Source: an optimization exercise on an open RTL-to-GDS flow (aim: small area and a short achievable clock period). Production flows keep margins and buffers that such runs may drop. For this run, only the layout was checked, not whether the RTL still works. Power and IR drop assume default switching activity.

===== design/flow/config.mk =====
export PLATFORM = sky130hd
export DESIGN_NAME = Optimized_Wallace
export DESIGN_NICKNAME = Optimized_Wallace
export VERILOG_FILES = /design/flow/design.v
export SDC_FILE = /design/flow/constraint.sdc
export NUM_CORES = 4
export LEC_CHECK = 0
export CAP_MARGIN = 20
export CORE_MARGIN = 2
export CORE_UTILIZATION = 40
export SETUP_SLACK_MARGIN = 1.4
export SLEW_MARGIN = 20
export SYNTH_HIERARCHICAL = 1
export SYNTH_MINIMUM_KEEP_SIZE = 0

===== design/flow/constraint.sdc =====
create_clock -name core_clock -period 3.0 [get_ports {clk}]
set_input_delay 0.6000 -clock core_clock [delete_from_list [all_inputs] [get_ports {clk}]]
set_output_delay 0.6000 -clock core_clock [all_outputs]
set_load 0.01 [all_outputs]

===== design/flow/design.v =====
`timescale 1ns / 1ps
module fa(input a, b, c, output s, co);
    assign s = a ^ b ^ c;
    assign co = (a & b) | (a & c) | (b & c);
endmodule
module ha(input a, b, output s, co);
    assign s = a ^ b;
    assign co = a & b;
endmodule
module Optimized_Wallace(
    input clk, rst,
    input [15:0] A, B,
    output reg [31:0] PRODUCT
);
    reg [126:0] r1;
    reg [72:0] r2;
    reg [52:0] r3;
    reg v1, v2, v3;
    wire one0 = B[0] ^ 1'b0;
    wire two0 = (B[1] & ~B[0] & ~1'b0) | (~B[1] & B[0] & 1'b0);
    wire neg0 = B[1] & ~(B[0] & 1'b0);
    wire one1 = B[2] ^ B[1];
    wire two1 = (B[3] & ~B[2] & ~B[1]) | (~B[3] & B[2] & B[1]);
    wire neg1 = B[3] & ~(B[2] & B[1]);
    wire one2 = B[4] ^ B[3];
    wire two2 = (B[5] & ~B[4] & ~B[3]) | (~B[5] & B[4] & B[3]);
    wire neg2 = B[5] & ~(B[4] & B[3]);
    wire one3 = B[6] ^ B[5];
    wire two3 = (B[7] & ~B[6] & ~B[5]) | (~B[7] & B[6] & B[5]);
    wire neg3 = B[7] & ~(B[6] & B[5]);
    wire one4 = B[8] ^ B[7];
    wire two4 = (B[9] & ~B[8] & ~B[7]) | (~B[9] & B[8] & B[7]);
    wire neg4 = B[9] & ~(B[8] & B[7]);
    wire one5 = B[10] ^ B[9];
    wire two5 = (B[11] & ~B[10] & ~B[9]) | (~B[11] & B[10] & B[9]);
    wire neg5 = B[11] & ~(B[10] & B[9]);
    wire one6 = B[12] ^ B[11];
    wire two6 = (B[13] & ~B[12] & ~B[11]) | (~B[13] & B[12] & B[11]);
    wire neg6 = B[13] & ~(B[12] & B[11]);
    wire one7 = B[14] ^ B[13];
    wire two7 = (B[15] & ~B[14] & ~B[13]) | (~B[15] & B[14] & B[13]);
    wire neg7 = B[15] & ~(B[14] & B[13]);
    wire pp1 = ((one0 & A[0])) ^ neg0;
    wire pp2 = ((one0 & A[1]) | (two0 & A[0])) ^ neg0;
    wire pp3 = ((one0 & A[2]) | (two0 & A[1])) ^ neg0;
    wire pp4 = ((one0 & A[3]) | (two0 & A[2])) ^ neg0;
    wire pp5 = ((one0 & A[4]) | (two0 & A[3])) ^ neg0;
    wire pp6 = ((one0 & A[5]) | (two0 & A[4])) ^ neg0;
    wire pp7 = ((one0 & A[6]) | (two0 & A[5])) ^ neg0;
    wire pp8 = ((one0 & A[7]) | (two0 & A[6])) ^ neg0;
    wire pp9 = ((one0 & A[8]) | (two0 & A[7])) ^ neg0;
    wire pp10 = ((one0 & A[9]) | (two0 & A[8])) ^ neg0;
    wire pp11 = ((one0 & A[10]) | (two0 & A[9])) ^ neg0;
    wire pp12 = ((one0 & A[11]) | (two0 & A[10])) ^ neg0;
    wire pp13 = ((one0 & A[12]) | (two0 & A[11])) ^ neg0;
    wire pp14 = ((one0 & A[13]) | (two0 & A[12])) ^ neg0;
    wire pp15 = ((one0 & A[14]) | (two0 & A[13])) ^ neg0;
    wire pp16 = ((one0 & A[15]) | (two0 & A[14])) ^ neg0;
    wire pp17 = ((two0 & A[15])) ^ neg0;
    wire ns18 = ~neg0;
    wire pp19 = ((one1 & A[0])) ^ neg1;
    wire pp20 = ((one1 & A[1]) | (two1 & A[0])) ^ neg1;
    wire pp21 = ((one1 & A[2]) | (two1 & A[1])) ^ neg1;
    wire pp22 = ((one1 & A[3]) | (two1 & A[2])) ^ neg1;
    wire pp23 = ((one1 & A[4]) | (two1 & A[3])) ^ neg1;
    wire pp24 = ((one1 & A[5]) | (two1 & A[4])) ^ neg1;
    wire pp25 = ((one1 & A[6]) | (two1 & A[5])) ^ neg1;
    wire pp26 = ((one1 & A[7]) | (two1 & A[6])) ^ neg1;
    wire pp27 = ((one1 & A[8]) | (two1 & A[7])) ^ neg1;
    wire pp28 = ((one1 & A[9]) | (two1 & A[8])) ^ neg1;
    wire pp29 = ((one1 & A[10]) | (two1 & A[9])) ^ neg1;
    wire pp30 = ((one1 & A[11]) | (two1 & A[10])) ^ neg1;
    wire pp31 = ((one1 & A[12]) | (two1 & A[11])) ^ neg1;
    wire pp32 = ((one1 & A[13]) | (two1 & A[12])) ^ neg1;
    wire pp33 = ((one1 & A[14]) | (two1 & A[13])) ^ neg1;
    wire pp34 = ((one1 & A[15]) | (two1 & A[14])) ^ neg1;
    wire pp35 = ((two1 & A[15])) ^ neg1;
    wire ns36 = ~neg1;
    wire pp37 = ((one2 & A[0])) ^ neg2;
    wire pp38 = ((one2 & A[1]) | (two2 & A[0])) ^ neg2;
    wire pp39 = ((one2 & A[2]) | (two2 & A[1])) ^ neg2;
    wire pp40 = ((one2 & A[3]) | (two2 & A[2])) ^ neg2;
    wire pp41 = ((one2 & A[4]) | (two2 & A[3])) ^ neg2;
    wire pp42 = ((one2 & A[5]) | (two2 & A[4])) ^ neg2;
    wire pp43 = ((one2 & A[6]) | (two2 & A[5])) ^ neg2;
    wire pp44 = ((one2 & A[7]) | (two2 & A[6])) ^ neg2;
    wire pp45 = ((one2 & A[8]) | (two2 & A[7])) ^ neg2;
    wire pp46 = ((one2 & A[9]) | (two2 & A[8])) ^ neg2;
    wire pp47 = ((one2 & A[10]) | (two2 & A[9])) ^ neg2;
    wire pp48 = ((one2 & A[11]) | (two2 & A[10])) ^ neg2;
    wire pp49 = ((one2 & A[12]) | (two2 & A[11])) ^ neg2;
    wire pp50 = ((one2 & A[13]) | (two2 & A[12])) ^ neg2;
    wire pp51 = ((one2 & A[14]) | (two2 & A[13])) ^ neg2;
    wire pp52 = ((one2 & A[15]) | (two2 & A[14])) ^ neg2;
    wire pp53 = ((two2 & A[15])) ^ neg2;
    wire ns54 = ~neg2;
    wire pp55 = ((one3 & A[0])) ^ neg3;
    wire pp56 = ((one3 & A[1]) | (two3 & A[0])) ^ neg3;
    wire pp57 = ((one3 & A[2]) | (two3 & A[1])) ^ neg3;
    wire pp58 = ((one3 & A[3]) | (two3 & A[2])) ^ neg3;
    wire pp59 = ((one3 & A[4]) | (two3 & A[3])) ^ neg3;
    wire pp60 = ((one3 & A[5]) | (two3 & A[4])) ^ neg3;
    wire pp61 = ((one3 & A[6]) | (two3 & A[5])) ^ neg3;
    wire pp62 = ((one3 & A[7]) | (two3 & A[6])) ^ neg3;
    wire pp63 = ((one3 & A[8]) | (two3 & A[7])) ^ neg3;
    wire pp64 = ((one3 & A[9]) | (two3 & A[8])) ^ neg3;
    wire pp65 = ((one3 & A[10]) | (two3 & A[9])) ^ neg3;
    wire pp66 = ((one3 & A[11]) | (two3 & A[10])) ^ neg3;
    wire pp67 = ((one3 & A[12]) | (two3 & A[11])) ^ neg3;
    wire pp68 = ((one3 & A[13]) | (two3 & A[12])) ^ neg3;
    wire pp69 = ((one3 & A[14]) | (two3 & A[13])) ^ neg3;
    wire pp70 = ((one3 & A[15]) | (two3 & A[14])) ^ neg3;
    wire pp71 = ((two3 & A[15])) ^ neg3;
    wire ns72 = ~neg3;
    wire pp73 = ((one4 & A[0])) ^ neg4;
    wire pp74 = ((one4 & A[1]) | (two4 & A[0])) ^ neg4;
    wire pp75 = ((one4 & A[2]) | (two4 & A[1])) ^ neg4;
    wire pp76 = ((one4 & A[3]) | (two4 & A[2])) ^ neg4;
    wire pp77 = ((one4 & A[4]) | (two4 & A[3])) ^ neg4;
    wire pp78 = ((one4 & A[5]) | (two4 & A[4])) ^ neg4;
    wire pp79 = ((one4 & A[6]) | (two4 & A[5])) ^ neg4;
    wire pp80 = ((one4 & A[7]) | (two4 & A[6])) ^ neg4;
    wire pp81 = ((one4 & A[8]) | (two4 & A[7])) ^ neg4;
    wire pp82 = ((one4 & A[9]) | (two4 & A[8])) ^ neg4;
    wire pp83 = ((one4 & A[10]) | (two4 & A[9])) ^ neg4;
    wire pp84 = ((one4 & A[11]) | (two4 & A[10])) ^ neg4;
    wire pp85 = ((one4 & A[12]) | (two4 & A[11])) ^ neg4;
    wire pp86 = ((one4 & A[13]) | (two4 & A[12])) ^ neg4;
    wire pp87 = ((one4 & A[14]) | (two4 & A[13])) ^ neg4;
    wire pp88 = ((one4 & A[15]) | (two4 & A[14])) ^ neg4;
    wire pp89 = ((two4 & A[15])) ^ neg4;
    wire ns90 = ~neg4;
    wire pp91 = ((one5 & A[0])) ^ neg5;
    wire pp92 = ((one5 & A[1]) | (two5 & A[0])) ^ neg5;
    wire pp93 = ((one5 & A[2]) | (two5 & A[1])) ^ neg5;
    wire pp94 = ((one5 & A[3]) | (two5 & A[2])) ^ neg5;
    wire pp95 = ((one5 & A[4]) | (two5 & A[3])) ^ neg5;
    wire pp96 = ((one5 & A[5]) | (two5 & A[4])) ^ neg5;
    wire pp97 = ((one5 & A[6]) | (two5 & A[5])) ^ neg5;
    wire pp98 = ((one5 & A[7]) | (two5 & A[6])) ^ neg5;
    wire pp99 = ((one5 & A[8]) | (two5 & A[7])) ^ neg5;
    wire pp100 = ((one5 & A[9]) | (two5 & A[8])) ^ neg5;
    wire pp101 = ((one5 & A[10]) | (two5 & A[9])) ^ neg5;
    wire pp102 = ((one5 & A[11]) | (two5 & A[10])) ^ neg5;
    wire pp103 = ((one5 & A[12]) | (two5 & A[11])) ^ neg5;
    wire pp104 = ((one5 & A[13]) | (two5 & A[12])) ^ neg5;
    wire pp105 = ((one5 & A[14]) | (two5 & A[13])) ^ neg5;
    wire pp106 = ((one5 & A[15]) | (two5 & A[14])) ^ neg5;
    wire pp107 = ((two5 & A[15])) ^ neg5;
    wire ns108 = ~neg5;
    wire pp109 = ((one6 & A[0])) ^ neg6;
    wire pp110 = ((one6 & A[1]) | (two6 & A[0])) ^ neg6;
    wire pp111 = ((one6 & A[2]) | (two6 & A[1])) ^ neg6;
    wire pp112 = ((one6 & A[3]) | (two6 & A[2])) ^ neg6;
    wire pp113 = ((one6 & A[4]) | (two6 & A[3])) ^ neg6;
    wire pp114 = ((one6 & A[5]) | (two6 & A[4])) ^ neg6;
    wire pp115 = ((one6 & A[6]) | (two6 & A[5])) ^ neg6;
    wire pp116 = ((one6 & A[7]) | (two6 & A[6])) ^ neg6;
    wire pp117 = ((one6 & A[8]) | (two6 & A[7])) ^ neg6;
    wire pp118 = ((one6 & A[9]) | (two6 & A[8])) ^ neg6;
    wire pp119 = ((one6 & A[10]) | (two6 & A[9])) ^ neg6;
    wire pp120 = ((one6 & A[11]) | (two6 & A[10])) ^ neg6;
    wire pp121 = ((one6 & A[12]) | (two6 & A[11])) ^ neg6;
    wire pp122 = ((one6 & A[13]) | (two6 & A[12])) ^ neg6;
    wire pp123 = ((one6 & A[14]) | (two6 & A[13])) ^ neg6;
    wire pp124 = ((one6 & A[15]) | (two6 & A[14])) ^ neg6;
    wire pp125 = ((two6 & A[15])) ^ neg6;
    wire ns126 = ~neg6;
    wire pp127 = ((one7 & A[0])) ^ neg7;
    wire pp128 = ((one7 & A[1]) | (two7 & A[0])) ^ neg7;
    wire pp129 = ((one7 & A[2]) | (two7 & A[1])) ^ neg7;
    wire pp130 = ((one7 & A[3]) | (two7 & A[2])) ^ neg7;
    wire pp131 = ((one7 & A[4]) | (two7 & A[3])) ^ neg7;
    wire pp132 = ((one7 & A[5]) | (two7 & A[4])) ^ neg7;
    wire pp133 = ((one7 & A[6]) | (two7 & A[5])) ^ neg7;
    wire pp134 = ((one7 & A[7]) | (two7 & A[6])) ^ neg7;
    wire pp135 = ((one7 & A[8]) | (two7 & A[7])) ^ neg7;
    wire pp136 = ((one7 & A[9]) | (two7 & A[8])) ^ neg7;
    wire pp137 = ((one7 & A[10]) | (two7 & A[9])) ^ neg7;
    wire pp138 = ((one7 & A[11]) | (two7 & A[10])) ^ neg7;
    wire pp139 = ((one7 & A[12]) | (two7 & A[11])) ^ neg7;
    wire pp140 = ((one7 & A[13]) | (two7 & A[12])) ^ neg7;
    wire pp141 = ((one7 & A[14]) | (two7 & A[13])) ^ neg7;
    wire pp142 = ((one7 & A[15]) | (two7 & A[14])) ^ neg7;
    wire pp143 = ((two7 & A[15])) ^ neg7;
    wire ns144 = ~neg7;
    wire pp145 = B[15] & A[0];
    wire pp146 = B[15] & A[1];
    wire pp147 = B[15] & A[2];
    wire pp148 = B[15] & A[3];
    wire pp149 = B[15] & A[4];
    wire pp150 = B[15] & A[5];
    wire pp151 = B[15] & A[6];
    wire pp152 = B[15] & A[7];
    wire pp153 = B[15] & A[8];
    wire pp154 = B[15] & A[9];
    wire pp155 = B[15] & A[10];
    wire pp156 = B[15] & A[11];
    wire pp157 = B[15] & A[12];
    wire pp158 = B[15] & A[13];
    wire pp159 = B[15] & A[14];
    wire pp160 = B[15] & A[15];
    wire s161, c162;
    fa u_s161 (.a(pp3), .b(pp19), .c(neg1), .s(s161), .co(c162));
    wire s163, c164;
    fa u_s163 (.a(pp5), .b(pp21), .c(pp37), .s(s163), .co(c164));
    wire s165, c166;
    fa u_s165 (.a(pp6), .b(pp22), .c(pp38), .s(s165), .co(c166));
    wire s167, c168;
    fa u_s167 (.a(pp7), .b(pp23), .c(pp39), .s(s167), .co(c168));
    wire s169, c170;
    fa u_s169 (.a(pp8), .b(pp24), .c(pp40), .s(s169), .co(c170));
    wire s171, c172;
    fa u_s171 (.a(pp9), .b(pp25), .c(pp41), .s(s171), .co(c172));
    wire s173, c174;
    fa u_s173 (.a(pp57), .b(pp73), .c(neg4), .s(s173), .co(c174));
    wire s175, c176;
    fa u_s175 (.a(pp10), .b(pp26), .c(pp42), .s(s175), .co(c176));
    wire s177, c178;
    fa u_s177 (.a(pp11), .b(pp27), .c(pp43), .s(s177), .co(c178));
    wire s179, c180;
    fa u_s179 (.a(pp59), .b(pp75), .c(pp91), .s(s179), .co(c180));
    wire s181, c182;
    fa u_s181 (.a(pp12), .b(pp28), .c(pp44), .s(s181), .co(c182));
    wire s183, c184;
    fa u_s183 (.a(pp60), .b(pp76), .c(pp92), .s(s183), .co(c184));
    wire s185, c186;
    fa u_s185 (.a(pp13), .b(pp29), .c(pp45), .s(s185), .co(c186));
    wire s187, c188;
    fa u_s187 (.a(pp61), .b(pp77), .c(pp93), .s(s187), .co(c188));
    wire s189, c190;
    fa u_s189 (.a(pp14), .b(pp30), .c(pp46), .s(s189), .co(c190));
    wire s191, c192;
    fa u_s191 (.a(pp62), .b(pp78), .c(pp94), .s(s191), .co(c192));
    wire s193, c194;
    fa u_s193 (.a(pp15), .b(pp31), .c(pp47), .s(s193), .co(c194));
    wire s195, c196;
    fa u_s195 (.a(pp63), .b(pp79), .c(pp95), .s(s195), .co(c196));
    wire s197, c198;
    fa u_s197 (.a(pp111), .b(pp127), .c(neg7), .s(s197), .co(c198));
    wire s199, c200;
    fa u_s199 (.a(pp16), .b(pp32), .c(pp48), .s(s199), .co(c200));
    wire s201, c202;
    fa u_s201 (.a(pp64), .b(pp80), .c(pp96), .s(s201), .co(c202));
    wire s203, c204;
    ha u_s203 (.a(pp112), .b(pp128), .s(s203), .co(c204));
    wire s205, c206;
    fa u_s205 (.a(pp17), .b(pp33), .c(pp49), .s(s205), .co(c206));
    wire s207, c208;
    fa u_s207 (.a(pp65), .b(pp81), .c(pp97), .s(s207), .co(c208));
    wire s209, c210;
    fa u_s209 (.a(pp113), .b(pp129), .c(pp145), .s(s209), .co(c210));
    wire s211, c212;
    fa u_s211 (.a(neg0), .b(pp34), .c(pp50), .s(s211), .co(c212));
    wire s213, c214;
    fa u_s213 (.a(pp66), .b(pp82), .c(pp98), .s(s213), .co(c214));
    wire s215, c216;
    fa u_s215 (.a(pp114), .b(pp130), .c(pp146), .s(s215), .co(c216));
    wire s217, c218;
    fa u_s217 (.a(neg0), .b(pp35), .c(pp51), .s(s217), .co(c218));
    wire s219, c220;
    fa u_s219 (.a(pp67), .b(pp83), .c(pp99), .s(s219), .co(c220));
    wire s221, c222;
    fa u_s221 (.a(pp115), .b(pp131), .c(pp147), .s(s221), .co(c222));
    wire s223, c224;
    fa u_s223 (.a(ns18), .b(ns36), .c(pp52), .s(s223), .co(c224));
    wire s225, c226;
    fa u_s225 (.a(pp68), .b(pp84), .c(pp100), .s(s225), .co(c226));
    wire s227, c228;
    fa u_s227 (.a(pp116), .b(pp132), .c(pp148), .s(s227), .co(c228));
    wire s229 = ~(pp53 ^ pp69);
    wire c230 = pp53 | pp69;
    wire s231, c232;
    fa u_s231 (.a(pp85), .b(pp101), .c(pp117), .s(s231), .co(c232));
    wire s233, c234;
    ha u_s233 (.a(pp133), .b(pp149), .s(s233), .co(c234));
    wire s235, c236;
    fa u_s235 (.a(ns54), .b(pp70), .c(pp86), .s(s235), .co(c236));
    wire s237, c238;
    fa u_s237 (.a(pp102), .b(pp118), .c(pp134), .s(s237), .co(c238));
    wire s239 = ~(pp71 ^ pp87);
    wire c240 = pp71 | pp87;
    wire s241, c242;
    fa u_s241 (.a(pp103), .b(pp119), .c(pp135), .s(s241), .co(c242));
    wire s243, c244;
    fa u_s243 (.a(ns72), .b(pp88), .c(pp104), .s(s243), .co(c244));
    wire s245, c246;
    fa u_s245 (.a(pp120), .b(pp136), .c(pp152), .s(s245), .co(c246));
    wire s247 = ~(pp89 ^ pp105);
    wire c248 = pp89 | pp105;
    wire s249, c250;
    fa u_s249 (.a(pp121), .b(pp137), .c(pp153), .s(s249), .co(c250));
    wire s251, c252;
    fa u_s251 (.a(ns90), .b(pp106), .c(pp122), .s(s251), .co(c252));
    wire s253 = ~(pp107 ^ pp123);
    wire c254 = pp107 | pp123;
    wire s255, c256;
    fa u_s255 (.a(ns108), .b(pp124), .c(pp140), .s(s255), .co(c256));
    wire s257 = ~(pp125 ^ pp141);
    wire c258 = pp125 | pp141;
    wire s259, c260;
    fa u_s259 (.a(ns126), .b(pp142), .c(pp158), .s(s259), .co(c260));
    wire s261 = ~(pp143 ^ pp159);
    wire c262 = pp143 | pp159;
    wire s263, c264;
    fa u_s263 (.a(r1[4]), .b(r1[5]), .c(r1[6]), .s(s263), .co(c264));
    wire s265, c266;
    fa u_s265 (.a(r1[11]), .b(r1[12]), .c(r1[13]), .s(s265), .co(c266));
    wire s267, c268;
    fa u_s267 (.a(r1[15]), .b(r1[16]), .c(r1[17]), .s(s267), .co(c268));
    wire s269, c270;
    fa u_s269 (.a(r1[18]), .b(r1[19]), .c(r1[20]), .s(s269), .co(c270));
    wire s271, c272;
    fa u_s271 (.a(r1[21]), .b(r1[22]), .c(r1[23]), .s(s271), .co(c272));
    wire s273, c274;
    fa u_s273 (.a(r1[26]), .b(r1[27]), .c(r1[28]), .s(s273), .co(c274));
    wire s275, c276;
    fa u_s275 (.a(r1[30]), .b(r1[31]), .c(r1[32]), .s(s275), .co(c276));
    wire s277, c278;
    fa u_s277 (.a(r1[34]), .b(r1[35]), .c(r1[36]), .s(s277), .co(c278));
    wire s279, c280;
    fa u_s279 (.a(r1[37]), .b(r1[38]), .c(r1[39]), .s(s279), .co(c280));
    wire s281, c282;
    fa u_s281 (.a(r1[40]), .b(r1[41]), .c(r1[42]), .s(s281), .co(c282));
    wire s283, c284;
    ha u_s283 (.a(r1[43]), .b(r1[44]), .s(s283), .co(c284));
    wire s285, c286;
    fa u_s285 (.a(r1[45]), .b(r1[46]), .c(r1[47]), .s(s285), .co(c286));
    wire s287, c288;
    ha u_s287 (.a(r1[48]), .b(r1[49]), .s(s287), .co(c288));
    wire s289, c290;
    fa u_s289 (.a(r1[50]), .b(r1[51]), .c(r1[52]), .s(s289), .co(c290));
    wire s291, c292;
    fa u_s291 (.a(r1[53]), .b(r1[54]), .c(r1[55]), .s(s291), .co(c292));
    wire s293, c294;
    fa u_s293 (.a(r1[56]), .b(r1[57]), .c(r1[58]), .s(s293), .co(c294));
    wire s295, c296;
    fa u_s295 (.a(r1[59]), .b(r1[60]), .c(r1[61]), .s(s295), .co(c296));
    wire s297, c298;
    fa u_s297 (.a(r1[62]), .b(r1[63]), .c(r1[64]), .s(s297), .co(c298));
    wire s299, c300;
    fa u_s299 (.a(r1[65]), .b(r1[66]), .c(r1[67]), .s(s299), .co(c300));
    wire s301, c302;
    fa u_s301 (.a(r1[68]), .b(r1[69]), .c(r1[70]), .s(s301), .co(c302));
    wire s303, c304;
    fa u_s303 (.a(r1[71]), .b(r1[72]), .c(r1[73]), .s(s303), .co(c304));
    wire s305, c306;
    fa u_s305 (.a(r1[74]), .b(r1[75]), .c(r1[76]), .s(s305), .co(c306));
    wire s307, c308;
    fa u_s307 (.a(r1[77]), .b(r1[78]), .c(r1[79]), .s(s307), .co(c308));
    wire s309, c310;
    fa u_s309 (.a(r1[80]), .b(r1[81]), .c(r1[82]), .s(s309), .co(c310));
    wire s311, c312;
    fa u_s311 (.a(r1[83]), .b(r1[84]), .c(r1[85]), .s(s311), .co(c312));
    wire s313, c314;
    fa u_s313 (.a(r1[86]), .b(r1[87]), .c(r1[88]), .s(s313), .co(c314));
    wire s315, c316;
    fa u_s315 (.a(r1[89]), .b(r1[90]), .c(r1[91]), .s(s315), .co(c316));
    wire s317, c318;
    fa u_s317 (.a(r1[92]), .b(r1[93]), .c(r1[94]), .s(s317), .co(c318));
    wire s319, c320;
    ha u_s319 (.a(r1[95]), .b(r1[96]), .s(s319), .co(c320));
    wire s321, c322;
    fa u_s321 (.a(r1[97]), .b(r1[98]), .c(r1[99]), .s(s321), .co(c322));
    wire s323, c324;
    fa u_s323 (.a(r1[101]), .b(r1[102]), .c(r1[103]), .s(s323), .co(c324));
    wire s325, c326;
    fa u_s325 (.a(r1[105]), .b(r1[106]), .c(r1[107]), .s(s325), .co(c326));
    wire s327, c328;
    fa u_s327 (.a(r1[110]), .b(r1[111]), .c(r1[112]), .s(s327), .co(c328));
    wire s329, c330;
    fa u_s329 (.a(r1[114]), .b(r1[115]), .c(r1[116]), .s(s329), .co(c330));
    wire s331, c332;
    fa u_s331 (.a(r1[117]), .b(r1[118]), .c(r1[119]), .s(s331), .co(c332));
    wire s333, c334;
    fa u_s333 (.a(r1[124]), .b(r1[125]), .c(r1[126]), .s(s333), .co(c334));
    wire s335, c336;
    fa u_s335 (.a(c264), .b(r1[7]), .c(r1[8]), .s(s335), .co(c336));
    wire s337, c338;
    fa u_s337 (.a(c270), .b(s271), .c(r1[24]), .s(s337), .co(c338));
    wire s339, c340;
    fa u_s339 (.a(c272), .b(s273), .c(r1[29]), .s(s339), .co(c340));
    wire s341, c342;
    fa u_s341 (.a(c274), .b(s275), .c(r1[33]), .s(s341), .co(c342));
    wire s343, c344;
    fa u_s343 (.a(c276), .b(s277), .c(s279), .s(s343), .co(c344));
    wire s345, c346;
    fa u_s345 (.a(c278), .b(c280), .c(s281), .s(s345), .co(c346));
    wire s347, c348;
    fa u_s347 (.a(c282), .b(c284), .c(s285), .s(s347), .co(c348));
    wire s349, c350;
    fa u_s349 (.a(c286), .b(c288), .c(s289), .s(s349), .co(c350));
    wire s351, c352;
    fa u_s351 (.a(c290), .b(c292), .c(s293), .s(s351), .co(c352));
    wire s353, c354;
    fa u_s353 (.a(c294), .b(c296), .c(s297), .s(s353), .co(c354));
    wire s355, c356;
    fa u_s355 (.a(c298), .b(c300), .c(s301), .s(s355), .co(c356));
    wire s357, c358;
    fa u_s357 (.a(c302), .b(c304), .c(s305), .s(s357), .co(c358));
    wire s359, c360;
    fa u_s359 (.a(c306), .b(c308), .c(s309), .s(s359), .co(c360));
    wire s361, c362;
    fa u_s361 (.a(c310), .b(c312), .c(s313), .s(s361), .co(c362));
    wire s363, c364;
    fa u_s363 (.a(c314), .b(c316), .c(s317), .s(s363), .co(c364));
    wire s365, c366;
    fa u_s365 (.a(c318), .b(c320), .c(s321), .s(s365), .co(c366));
    wire s367, c368;
    fa u_s367 (.a(c322), .b(s323), .c(r1[104]), .s(s367), .co(c368));
    wire s369, c370;
    fa u_s369 (.a(c324), .b(s325), .c(r1[108]), .s(s369), .co(c370));
    wire s371, c372;
    fa u_s371 (.a(c326), .b(s327), .c(r1[113]), .s(s371), .co(c372));
    wire s373, c374;
    fa u_s373 (.a(c332), .b(r1[120]), .c(r1[121]), .s(s373), .co(c374));
    wire s375, c376;
    fa u_s375 (.a(r2[6]), .b(r2[7]), .c(r2[8]), .s(s375), .co(c376));
    wire s377, c378;
    ha u_s377 (.a(r2[9]), .b(r2[10]), .s(s377), .co(c378));
    wire s379, c380;
    ha u_s379 (.a(r2[11]), .b(r2[12]), .s(s379), .co(c380));
    wire s381, c382;
    ha u_s381 (.a(r2[13]), .b(r2[14]), .s(s381), .co(c382));
    wire s383, c384;
    ha u_s383 (.a(r2[15]), .b(r2[16]), .s(s383), .co(c384));
    wire s385, c386;
    ha u_s385 (.a(r2[17]), .b(r2[18]), .s(s385), .co(c386));
    wire s387, c388;
    ha u_s387 (.a(r2[19]), .b(r2[20]), .s(s387), .co(c388));
    wire s389, c390;
    ha u_s389 (.a(r2[21]), .b(r2[22]), .s(s389), .co(c390));
    wire s391, c392;
    fa u_s391 (.a(r2[23]), .b(r2[24]), .c(r2[25]), .s(s391), .co(c392));
    wire s393, c394;
    fa u_s393 (.a(r2[26]), .b(r2[27]), .c(r2[28]), .s(s393), .co(c394));
    wire s395, c396;
    fa u_s395 (.a(r2[29]), .b(r2[30]), .c(r2[31]), .s(s395), .co(c396));
    wire s397, c398;
    fa u_s397 (.a(r2[32]), .b(r2[33]), .c(r2[34]), .s(s397), .co(c398));
    wire s399, c400;
    fa u_s399 (.a(r2[35]), .b(r2[36]), .c(r2[37]), .s(s399), .co(c400));
    wire s401, c402;
    fa u_s401 (.a(r2[38]), .b(r2[39]), .c(r2[40]), .s(s401), .co(c402));
    wire s403, c404;
    fa u_s403 (.a(r2[41]), .b(r2[42]), .c(r2[43]), .s(s403), .co(c404));
    wire s405, c406;
    fa u_s405 (.a(r2[44]), .b(r2[45]), .c(r2[46]), .s(s405), .co(c406));
    wire s407, c408;
    fa u_s407 (.a(r2[47]), .b(r2[48]), .c(r2[49]), .s(s407), .co(c408));
    wire s409, c410;
    fa u_s409 (.a(r2[50]), .b(r2[51]), .c(r2[52]), .s(s409), .co(c410));
    wire s411, c412;
    fa u_s411 (.a(r2[53]), .b(r2[54]), .c(r2[55]), .s(s411), .co(c412));
    wire s413, c414;
    ha u_s413 (.a(r2[56]), .b(r2[57]), .s(s413), .co(c414));
    wire s415, c416;
    fa u_s415 (.a(r2[58]), .b(r2[59]), .c(r2[60]), .s(s415), .co(c416));
    wire s417, c418;
    ha u_s417 (.a(r2[61]), .b(r2[62]), .s(s417), .co(c418));
    wire s419, c420;
    fa u_s419 (.a(r2[63]), .b(r2[64]), .c(r2[65]), .s(s419), .co(c420));
    wire s421, c422;
    ha u_s421 (.a(r2[66]), .b(r2[67]), .s(s421), .co(c422));
    wire s423, c424;
    fa u_s423 (.a(r2[69]), .b(r2[70]), .c(r2[71]), .s(s423), .co(c424));
    wire g425, p426;
    ha u_p426 (.a(r2[0]), .b(r2[1]), .s(p426), .co(g425));
    wire g427, p428;
    ha u_p428 (.a(c376), .b(s377), .s(p428), .co(g427));
    wire g429, p430;
    ha u_p430 (.a(c378), .b(s379), .s(p430), .co(g429));
    wire g431, p432;
    ha u_p432 (.a(c380), .b(s381), .s(p432), .co(g431));
    wire g433, p434;
    ha u_p434 (.a(c382), .b(s383), .s(p434), .co(g433));
    wire g435, p436;
    ha u_p436 (.a(c384), .b(s385), .s(p436), .co(g435));
    wire g437, p438;
    ha u_p438 (.a(c386), .b(s387), .s(p438), .co(g437));
    wire g439, p440;
    ha u_p440 (.a(c388), .b(s389), .s(p440), .co(g439));
    wire g441, p442;
    ha u_p442 (.a(c390), .b(s391), .s(p442), .co(g441));
    wire g443, p444;
    ha u_p444 (.a(c392), .b(s393), .s(p444), .co(g443));
    wire g445, p446;
    ha u_p446 (.a(c394), .b(s395), .s(p446), .co(g445));
    wire g447, p448;
    ha u_p448 (.a(c396), .b(s397), .s(p448), .co(g447));
    wire g449, p450;
    ha u_p450 (.a(c398), .b(s399), .s(p450), .co(g449));
    wire g451, p452;
    ha u_p452 (.a(c400), .b(s401), .s(p452), .co(g451));
    wire g453, p454;
    ha u_p454 (.a(c402), .b(s403), .s(p454), .co(g453));
    wire g455, p456;
    ha u_p456 (.a(c404), .b(s405), .s(p456), .co(g455));
    wire g457, p458;
    ha u_p458 (.a(c406), .b(s407), .s(p458), .co(g457));
    wire g459, p460;
    ha u_p460 (.a(c408), .b(s409), .s(p460), .co(g459));
    wire g461, p462;
    ha u_p462 (.a(c410), .b(s411), .s(p462), .co(g461));
    wire g463, p464;
    ha u_p464 (.a(c412), .b(s413), .s(p464), .co(g463));
    wire g465, p466;
    ha u_p466 (.a(c414), .b(s415), .s(p466), .co(g465));
    wire g467, p468;
    ha u_p468 (.a(c416), .b(s417), .s(p468), .co(g467));
    wire g469, p470;
    ha u_p470 (.a(c418), .b(s419), .s(p470), .co(g469));
    wire g471, p472;
    ha u_p472 (.a(c420), .b(s421), .s(p472), .co(g471));
    wire g473, p474;
    ha u_p474 (.a(c422), .b(r2[68]), .s(p474), .co(g473));
    wire g475, p476;
    ha u_p476 (.a(c424), .b(r2[72]), .s(p476), .co(g475));
    wire G477 = 1'b0 | (r2[2] & g425);
    wire P478 = r2[2] & p426;
    wire G479 = 1'b0 | (r2[3] & 1'b0);
    wire P480 = r2[3] & r2[2];
    wire G481 = 1'b0 | (r2[4] & 1'b0);
    wire P482 = r2[4] & r2[3];
    wire G483 = 1'b0 | (r2[5] & 1'b0);
    wire P484 = r2[5] & r2[4];
    wire G485 = 1'b0 | (s375 & 1'b0);
    wire P486 = s375 & r2[5];
    wire G487 = g427 | (p428 & 1'b0);
    wire P488 = p428 & s375;
    wire G489 = g429 | (p430 & g427);
    wire P490 = p430 & p428;
    wire G491 = g431 | (p432 & g429);
    wire P492 = p432 & p430;
    wire G493 = g433 | (p434 & g431);
    wire P494 = p434 & p432;
    wire G495 = g435 | (p436 & g433);
    wire P496 = p436 & p434;
    wire G497 = g437 | (p438 & g435);
    wire P498 = p438 & p436;
    wire G499 = G479 | (P480 & g425);
    wire P500 = P480 & p426;
    wire G501 = G481 | (P482 & G477);
    wire P502 = P482 & P478;
    wire G503 = G483 | (P484 & G479);
    wire P504 = P484 & P480;
    wire G505 = G485 | (P486 & G481);
    wire P506 = P486 & P482;
    wire G507 = G487 | (P488 & G483);
    wire P508 = P488 & P484;
    wire G509 = G489 | (P490 & G485);
    wire P510 = P490 & P486;
    wire G511 = G491 | (P492 & G487);
    wire P512 = P492 & P488;
    wire G513 = G493 | (P494 & G489);
    wire P514 = P494 & P490;
    wire G515 = G495 | (P496 & G491);
    wire P516 = P496 & P492;
    wire G517 = G497 | (P498 & G493);
    wire P518 = P498 & P494;
    wire G519 = G503 | (P504 & g425);
    wire P520 = P504 & p426;
    wire G521 = G505 | (P506 & G477);
    wire P522 = P506 & P478;
    wire G523 = G507 | (P508 & G499);
    wire P524 = P508 & P500;
    wire G525 = G509 | (P510 & G501);
    wire P526 = P510 & P502;
    wire G527 = G511 | (P512 & G503);
    wire P528 = P512 & P504;
    wire G529 = G513 | (P514 & G505);
    wire P530 = P514 & P506;
    wire G531 = G515 | (P516 & G507);
    wire P532 = P516 & P508;
    wire G533 = G517 | (P518 & G509);
    wire P534 = P518 & P510;
    wire G535 = G527 | (P528 & g425);
    wire P536 = P528 & p426;
    wire G537 = G529 | (P530 & G477);
    wire P538 = P530 & P478;
    wire G539 = G531 | (P532 & G499);
    wire P540 = P532 & P500;
    wire G541 = G533 | (P534 & G501);
    wire P542 = P534 & P502;
    wire sum543 = p426;
    wire sum544 = r2[2] ^ g425;
    wire sum545 = r2[3] ^ G477;
    wire sum546 = r2[4] ^ G499;
    wire sum547 = r2[5] ^ G501;
    wire sum548 = s375 ^ G519;
    wire sum549 = p428 ^ G521;
    wire sum550 = p430 ^ G523;
    wire sum551 = p432 ^ G525;
    wire sum552 = p434 ^ G535;
    wire sum553 = p436 ^ G537;
    wire sum554 = p438 ^ G539;
    wire g555 = r3[14] | (r3[13] & r3[12]);
    wire G556 = r3[16] | (r3[15] & g555);
    wire P557 = r3[15] & r3[13];
    wire G558 = r3[18] | (r3[17] & r3[16]);
    wire P559 = r3[17] & r3[15];
    wire G560 = r3[20] | (r3[19] & r3[18]);
    wire P561 = r3[19] & r3[17];
    wire G562 = r3[22] | (r3[21] & r3[20]);
    wire P563 = r3[21] & r3[19];
    wire G564 = r3[24] | (r3[23] & r3[22]);
    wire P565 = r3[23] & r3[21];
    wire G566 = r3[26] | (r3[25] & r3[24]);
    wire P567 = r3[25] & r3[23];
    wire G568 = r3[28] | (r3[27] & r3[26]);
    wire P569 = r3[27] & r3[25];
    wire G570 = r3[30] | (r3[29] & r3[28]);
    wire P571 = r3[29] & r3[27];
    wire G572 = r3[32] | (r3[31] & r3[30]);
    wire P573 = r3[31] & r3[29];
    wire G574 = r3[34] | (r3[33] & r3[32]);
    wire P575 = r3[33] & r3[31];
    wire G576 = r3[36] | (r3[35] & r3[34]);
    wire P577 = r3[35] & r3[33];
    wire G578 = r3[38] | (r3[37] & r3[36]);
    wire P579 = r3[37] & r3[35];
    wire G580 = r3[40] | (r3[39] & r3[38]);
    wire P581 = r3[39] & r3[37];
    wire G582 = r3[42] | (r3[41] & r3[40]);
    wire P583 = r3[41] & r3[39];
    wire G584 = r3[44] | (r3[43] & r3[42]);
    wire P585 = r3[43] & r3[41];
    wire G586 = r3[46] | (r3[45] & r3[44]);
    wire P587 = r3[45] & r3[43];
    wire G588 = r3[48] | (r3[47] & r3[46]);
    wire P589 = r3[47] & r3[45];
    wire G590 = r3[50] | (r3[49] & r3[48]);
    wire P591 = r3[49] & r3[47];
    wire G592 = r3[52] | (r3[51] & r3[50]);
    wire P593 = r3[51] & r3[49];
    wire G594 = G558 | (P559 & g555);
    wire P595 = P559 & r3[13];
    wire G596 = G560 | (P561 & G556);
    wire P597 = P561 & P557;
    wire G598 = G562 | (P563 & G558);
    wire P599 = P563 & P559;
    wire G600 = G564 | (P565 & G560);
    wire P601 = P565 & P561;
    wire G602 = G566 | (P567 & G562);
    wire P603 = P567 & P563;
    wire G604 = G568 | (P569 & G564);
    wire P605 = P569 & P565;
    wire G606 = G570 | (P571 & G566);
    wire P607 = P571 & P567;
    wire G608 = G572 | (P573 & G568);
    wire P609 = P573 & P569;
    wire G610 = G574 | (P575 & G570);
    wire P611 = P575 & P571;
    wire G612 = G576 | (P577 & G572);
    wire P613 = P577 & P573;
    wire G614 = G578 | (P579 & G574);
    wire P615 = P579 & P575;
    wire G616 = G580 | (P581 & G576);
    wire P617 = P581 & P577;
    wire G618 = G582 | (P583 & G578);
    wire P619 = P583 & P579;
    wire G620 = G584 | (P585 & G580);
    wire P621 = P585 & P581;
    wire G622 = G586 | (P587 & G582);
    wire P623 = P587 & P583;
    wire G624 = G588 | (P589 & G584);
    wire P625 = P589 & P585;
    wire G626 = G590 | (P591 & G586);
    wire P627 = P591 & P587;
    wire G628 = G592 | (P593 & G588);
    wire P629 = P593 & P589;
    wire G630 = G598 | (P599 & g555);
    wire P631 = P599 & r3[13];
    wire G632 = G600 | (P601 & G556);
    wire P633 = P601 & P557;
    wire G634 = G602 | (P603 & G594);
    wire P635 = P603 & P595;
    wire G636 = G604 | (P605 & G596);
    wire P637 = P605 & P597;
    wire G638 = G606 | (P607 & G598);
    wire P639 = P607 & P599;
    wire G640 = G608 | (P609 & G600);
    wire P641 = P609 & P601;
    wire G642 = G610 | (P611 & G602);
    wire P643 = P611 & P603;
    wire G644 = G612 | (P613 & G604);
    wire P645 = P613 & P605;
    wire G646 = G614 | (P615 & G606);
    wire P647 = P615 & P607;
    wire G648 = G616 | (P617 & G608);
    wire P649 = P617 & P609;
    wire G650 = G618 | (P619 & G610);
    wire P651 = P619 & P611;
    wire G652 = G620 | (P621 & G612);
    wire P653 = P621 & P613;
    wire G654 = G622 | (P623 & G614);
    wire P655 = P623 & P615;
    wire G656 = G624 | (P625 & G616);
    wire P657 = P625 & P617;
    wire G658 = G626 | (P627 & G618);
    wire P659 = P627 & P619;
    wire G660 = G628 | (P629 & G620);
    wire P661 = P629 & P621;
    wire G662 = G638 | (P639 & g555);
    wire P663 = P639 & r3[13];
    wire G664 = G640 | (P641 & G556);
    wire P665 = P641 & P557;
    wire G666 = G642 | (P643 & G594);
    wire P667 = P643 & P595;
    wire G668 = G644 | (P645 & G596);
    wire P669 = P645 & P597;
    wire G670 = G646 | (P647 & G630);
    wire P671 = P647 & P631;
    wire G672 = G648 | (P649 & G632);
    wire P673 = P649 & P633;
    wire G674 = G650 | (P651 & G634);
    wire P675 = P651 & P635;
    wire G676 = G652 | (P653 & G636);
    wire P677 = P653 & P637;
    wire G678 = G654 | (P655 & G638);
    wire P679 = P655 & P639;
    wire G680 = G656 | (P657 & G640);
    wire P681 = P657 & P641;
    wire G682 = G658 | (P659 & G642);
    wire P683 = P659 & P643;
    wire G684 = G660 | (P661 & G644);
    wire P685 = P661 & P645;
    wire G686 = G678 | (P679 & g555);
    wire P687 = P679 & r3[13];
    wire G688 = G680 | (P681 & G556);
    wire P689 = P681 & P557;
    wire G690 = G682 | (P683 & G594);
    wire P691 = P683 & P595;
    wire G692 = G684 | (P685 & G596);
    wire P693 = P685 & P597;
    wire sum694 = r3[13] ^ r3[12];
    wire sum695 = r3[15] ^ g555;
    wire sum696 = r3[17] ^ G556;
    wire sum697 = r3[19] ^ G594;
    wire sum698 = r3[21] ^ G596;
    wire sum699 = r3[23] ^ G630;
    wire sum700 = r3[25] ^ G632;
    wire sum701 = r3[27] ^ G634;
    wire sum702 = r3[29] ^ G636;
    wire sum703 = r3[31] ^ G662;
    wire sum704 = r3[33] ^ G664;
    wire sum705 = r3[35] ^ G666;
    wire sum706 = r3[37] ^ G668;
    wire sum707 = r3[39] ^ G670;
    wire sum708 = r3[41] ^ G672;
    wire sum709 = r3[43] ^ G674;
    wire sum710 = r3[45] ^ G676;
    wire sum711 = r3[47] ^ G686;
    wire sum712 = r3[49] ^ G688;
    wire sum713 = r3[51] ^ G690;
    wire [31:0] sum = {sum713, sum712, sum711, sum710, sum709, sum708, sum707, sum706, sum705, sum704, sum703, sum702, sum701, sum700, sum699, sum698, sum697, sum696, sum695, sum694, r3[11], r3[10], r3[9], r3[8], r3[7], r3[6], r3[5], r3[4], r3[3], r3[2], r3[1], r3[0]};
    always @(posedge clk or posedge rst) begin
        if (rst) begin
            v1 <= 1'b0; v2 <= 1'b0; v3 <= 1'b0;
            PRODUCT <= 32'd0;
        end else begin
            v1 <= 1'b1; v2 <= v1; v3 <= v2;
            PRODUCT <= sum & {32{v3}};
        end
    end
    always @(posedge clk) begin
        r1 <= {pp160, ns144, c262, s261, c260, s259, c258, pp157, s257, c256, pp156, s255, c254, pp155, pp139, s253, c252, pp154, pp138, s251, c250, c248, s249, s247, c246, c244, s245, s243, c242, c240, pp151, s241, s239, c238, c236, pp150, s237, s235, c234, c232, c230, s233, s231, s229, c228, c226, c224, s227, s225, s223, c222, c220, c218, s221, s219, s217, c216, c214, c212, s215, s213, s211, c210, c208, c206, s209, s207, s205, c204, c202, c200, s203, s201, s199, c198, c196, c194, s197, s195, s193, c192, c190, pp110, s191, s189, c188, c186, neg6, pp109, s187, s185, c184, c182, s183, s181, c180, c178, neg5, s179, s177, c176, pp74, pp58, s175, c174, c172, s173, s171, c170, pp56, s169, c168, neg3, pp55, s167, c166, s165, c164, neg2, s163, pp20, pp4, c162, s161, pp2, neg0, pp1};
        r2 <= {s333, r1[123], r1[122], c374, s373, s331, c330, s329, c328, c372, s371, c370, r1[109], s369, c368, s367, c366, r1[100], s365, c364, s319, s363, c362, s315, s361, c360, s311, s359, c358, s307, s357, c356, s303, s355, c354, s299, s353, c352, s295, s351, c350, s291, s349, c348, s287, s347, c346, s283, s345, c344, s343, c342, s341, c340, s339, c338, r1[25], s337, s269, c268, s267, c266, r1[14], s265, r1[10], r1[9], c336, s335, s263, r1[3], r1[2], r1[1], r1[0]};
        r3 <= {g475, p476, 1'b0, s423, g473, p474, g471, p472, g469, p470, g467, p468, g465, p466, g463, p464, g461, p462, g459, p460, g457, p458, g455, p456, g453, p454, g451, p452, g449, p450, g447, p448, g445, p446, g443, p444, g441, p442, g439, p440, G541, sum554, sum553, sum552, sum551, sum550, sum549, sum548, sum547, sum546, sum545, sum544, sum543};
    end
endmodule

===== design/flow/run.sh =====
#!/bin/bash
# synth_recipe.tcl (not shown) runs the flow's synth.tcl, then flattens the netlist and writes it again
# the make line also repeats each setting of config.mk as NAME=value (left out here)
make -C /OpenROAD-flow-scripts/flow DESIGN_CONFIG=/design/flow/config.mk WORK_HOME=/design/flow/orfs CLKGATE_MAP_FILE= SYNTH_SCRIPT=/design/flow/synth_recipe.tcl finish

==> flow_summary.yaml <==
run_status:
  status: "timing/DRC/antenna clean"
worst_setup_path:
  arrival_ps: 2510
  path_cells: "ha_4 -> or2_4 -> ha_4 -> o211a_4 -> o211a_4 -> o31a_1 -> o21a_1 -> nor3_2"
  crit_required_ps: 3480
  cp_num_buf_inv: 0
  cp_top_family: "compound AO/OA/AOI/OAI gates"
  cp-end-kind: "flip-flop"
  critical-path-slowest-cell: "dfxtp_2"
  path_class: "flip-flop to flip-flop"
  crit_path_max_incr_delay_ps: 330
  critPathMaxFanout: 3
  critPathLaunchType: "flip-flop"
clocking:
  h-tree-depth: 1
  clk_pin_slew_ps: 60
  cts_max_path_buffers: 3
  clk_latency_ps: 570
  cts_tree: "built"
  cts_sinks: 286
  root_buffer: "clkbuf_16"
  cts_buffers: 29
placement:
  placed_cell_area_mm2: 0.0149
  port_buffers: 65
  dp_hpwl_um: 21000
  gp_congestion: 0.834
die:
  core_area_mm2: 0.0323
  start_util_pct: 40.4
  dieHeight_um: 185
  row_count: 66
  fp.dieW_um: 185
  ios: 66
  die_area_mm2: 0.0341
drt:
  drc: 0
  ant_nets: 0
  viasPerCell: 5.16
  vias: 8795
  first_pass_iters: 5
  initialDrtViolationCount: 572
  routed_wl_um: 35400
  wl_per_cell_um: 20.8
grt:
  antenna_found_initial: 1
  grt_pass1_vias: 9246
  grt_use_total_pct: 21.0
  grt_overflow: 0
  grt_pass1_wl_um: 54400
  grt_max_degree: 36
timing:
  fin_hold_ws_ps: 323
  fmax_mhz: 494
  rsz0062_at_grt: "yes"
  slew_headroom_pct: 60.4
  worst_pin_slew_ps: 594
  finalHoldViolations: 0
  slew_viol_final: 0
  tns_ps: 0
  post-route-period-util_pct: 67.5
  post-route-min-period_ps: 2030
  clock_skew_ps: 33.7
  setup_violations: 0
logic_synthesis:
  synthAdderAreaFrac_pct: 22.5
  synth_cell_type_count: 58
  synthArstFlopShare_pct: 12.2
  yosysSeqAreaShare_pct: 45.3
  synth-compound-area-share_pct: 11.9
  syn_inst: 1091
  synth_area_leaders: "dfxtp_1, fa_1, xnor2_1, dfrtp_1, a22oi_1"
  ys_warn_count: 7
  synth_top_area_share_pct: 38.5
  avgSynthCellArea_um2: 11.9
  ys_seq_elements: 286
  syn-cell-area_mm2: 0.0130
  yosys.area_share.simple_pct: 6.52
  synth_edf_count: 0
  synth_top_flop_cell: "dfxtp_1"
  yosysTopAreaCell: "dfxtp_1"
  synthMuxAreaShare_pct: 1.31
  synth_top_family_by_area: "adder cells"
  synth_fp_nets: 1293
  synth_xor_area_share_pct: 9.00
power_and_ir_drop:
  vdd_drop_max_v: 0.000478
  finalPower_mw: 15.7
  power_leakage_nw: 7.67
  power_density_mw_per_mm2: 861
layout:
  finalNetCount: 1444
  stdcell_area_mm2: 0.0182
  drive_gt1_share_pct: 38.1
  area_growth_pct: 39.5
  antennaDiodeCount: 0
  fill_cells: 2599
run:
  drv_cap: 0
hold_path:
  hp-class: "flip-flop to flip-flop"
==> cell families (layout without fill, tap and decap cells) <==
kind of cell	after synthesis	in the layout
DFF	286	286
buffers and inverters	113	284
adders and majority gates	168	168
and+or+nand+nor	159	160
AOI/OAI and AO/OA	213	213
muxes	17	17
xor gates and xnor gates	134	134
other	1	1
==> through the flow <==
stage	util (%)	worst slack, ps	instances
final	56.3	974	1705
after CTS	55.0	953	1698
after global placement	46.3	56.9	1549
after floorplan	-	1020	1091
after detailed placement	46.3	30.1	1549
after global routing	56.3	900	1705
==> per-module statistics from Yosys, one instance, submodules excluded <==
module | area [um^2] | cells | flip-flops and latches | times used
Optimized_Wallace | 10300 | 939 | 286 | 1
ha | 12.5 | 1 | 0 | 41
fa | 20.0 | 1 | 0 | 111
==> power by group <==
group | leakage, nW | internal [mW] | switching, mW
clock network | 0.488 | 2.15 | 1.50
logic | 4.62 | 2.88 | 2.89
registers | 2.56 | 5.30 | 0.936
==> cell type report <==
cell class                      instances  area, um^2  area share (%)
Timing Repair Buffer                  202        2490            13.7
Sequential cell                       286        5900            32.5
Clock inverter                         13         139           0.764
Inverter                               29         168           0.922
Clock buffer                           39         845            4.65
Timing Repair inverter                  1        6.26          0.0344
Multi-Input combinational cell        693        8070            44.4
Tap cell                              442         553            3.04
==> cells in the mapped netlist, types with 2 or more instances <==
cell,instances
nand2b_1,18
xor2_1,14
clkbuf_2,2
nor4_1,2
a21oi_1,21
a21o_1,13
nand3_1,14
buf_1,11
o21a_1,3
dfxtp_1,251
and2_1,31
o211ai_1,4
nor2_1,15
a22oi_1,105
inv_1,22
a22o_1,14
o21bai_1,2
ha_1,57
nor3_1,11
a21oi_2,3
nor3b_1,4
o21ai_0,15
xnor2_1,120
inv_2,7
nand2_1,39
o21ai_1,8
and4_1,3
a41oi_1,2
or2_2,2
and3_1,3
fa_1,111
dfrtp_1,35
a211oi_1,2
buf_2,22
o22ai_1,2
nand4_1,9
mux2i_1,17
o211a_1,4
clkbuf_1,49
nand3b_1,6
==> final timing paths <==
kind / from / end / slack (ps) / cells after the start
worst max-delay path: r3[12] / PRODUCT[22] / 970 / 8
worst min register to register: r1[10] / r2[8] / 320 / 0
worst min-delay path: r1[10] / r2[8] / 320 / 0
min in group asynchronous: rst / PRODUCT[16] / 460 / 3
max in group asynchronous: rst / v3 / 2180 / 3
worst max register to register: r3[12] / PRODUCT[22] / 970 / 8
==> layout by cell type, fill, tap and decap left out, types with 11 or more instances in the layout <==
cell and count:
xor2_1 11, nand3_1 14, mux2i_1 17, xnor2_2 52
a21oi_1 19, buf_12 38, buf_4 61, ha_4 11
dfrtp_1 34, a21o_1 13, fa_1 92, and2_1 31
nor2_1 13, dfxtp_1 249, inv_1 21, a22o_1 14
bufbuf_16 14, xnor2_1 68, a22oi_1 20, ha_1 44
a22oi_2 85, dlygate4sd2_1 12, buf_6 26, buf_2 35
fa_2 19, nand2_1 32, clkbuf_16 30
==> what timing repair did <==
| item | 4_1_cts | 5_1_grt |
|---|---|---|
| pin swaps | 97 | 49 |
| buffers inserted | 77 | 7 |
| endpoints found under the setup margin | 161 | 109 |
| endpoints found under the hold margin | 0 | 0 |
| gates cloned | 20 | 0 |
| hold buffers | 0 | 0 |
| gates resized for setup | 363 | 81 |
==> registers in the layout, indices dropped and copies added (netlist names) <==
name and cells:
r3 51, PRODUCT 32, r1 127, v2 1, r2 73, v3 1, v1 1
==> layer usage <==
metal	GRT usage (%)	vias to the layer above	wire (um)
met5	0	-	0
met4	7.10	0	988
met3	3.71	80	2300
met1	28.6	4348	15800
li1	-	4033	-
met2	33.9	334	16300

-- re-timing with driven ports --
The flow's constraints put no driver on any port. The routed layout listed below was extracted and timed again, unchanged, in two steps. Step 1 (the two cells are an assumption about what drives the block):
set clk [get_ports {clk}]
set_driving_cell -lib_cell sky130_fd_sc_hd__clkbuf_16 $clk
set_driving_cell -lib_cell sky130_fd_sc_hd__buf_2 [delete_from_list [all_inputs] $clk]
Step 2 times the ports against the registers' clock, not the clock port: input delays grow and output delays shrink by t, the midpoint of the rising clock arrivals with the driver on. Three values: ideal, step 1, step 2; two values: the first two.
t (ns): 0.595
setup WS [ns]: 0.974 / 0.974 / 0.622
worst setup path after step 2: input to register
worst slew at a driven data input, ns: 0.06
After both steps setup and hold are still met in this run. For this run, drivers alone change the setup slack by 0.000 ns; drivers and shift together by -0.352 ns.
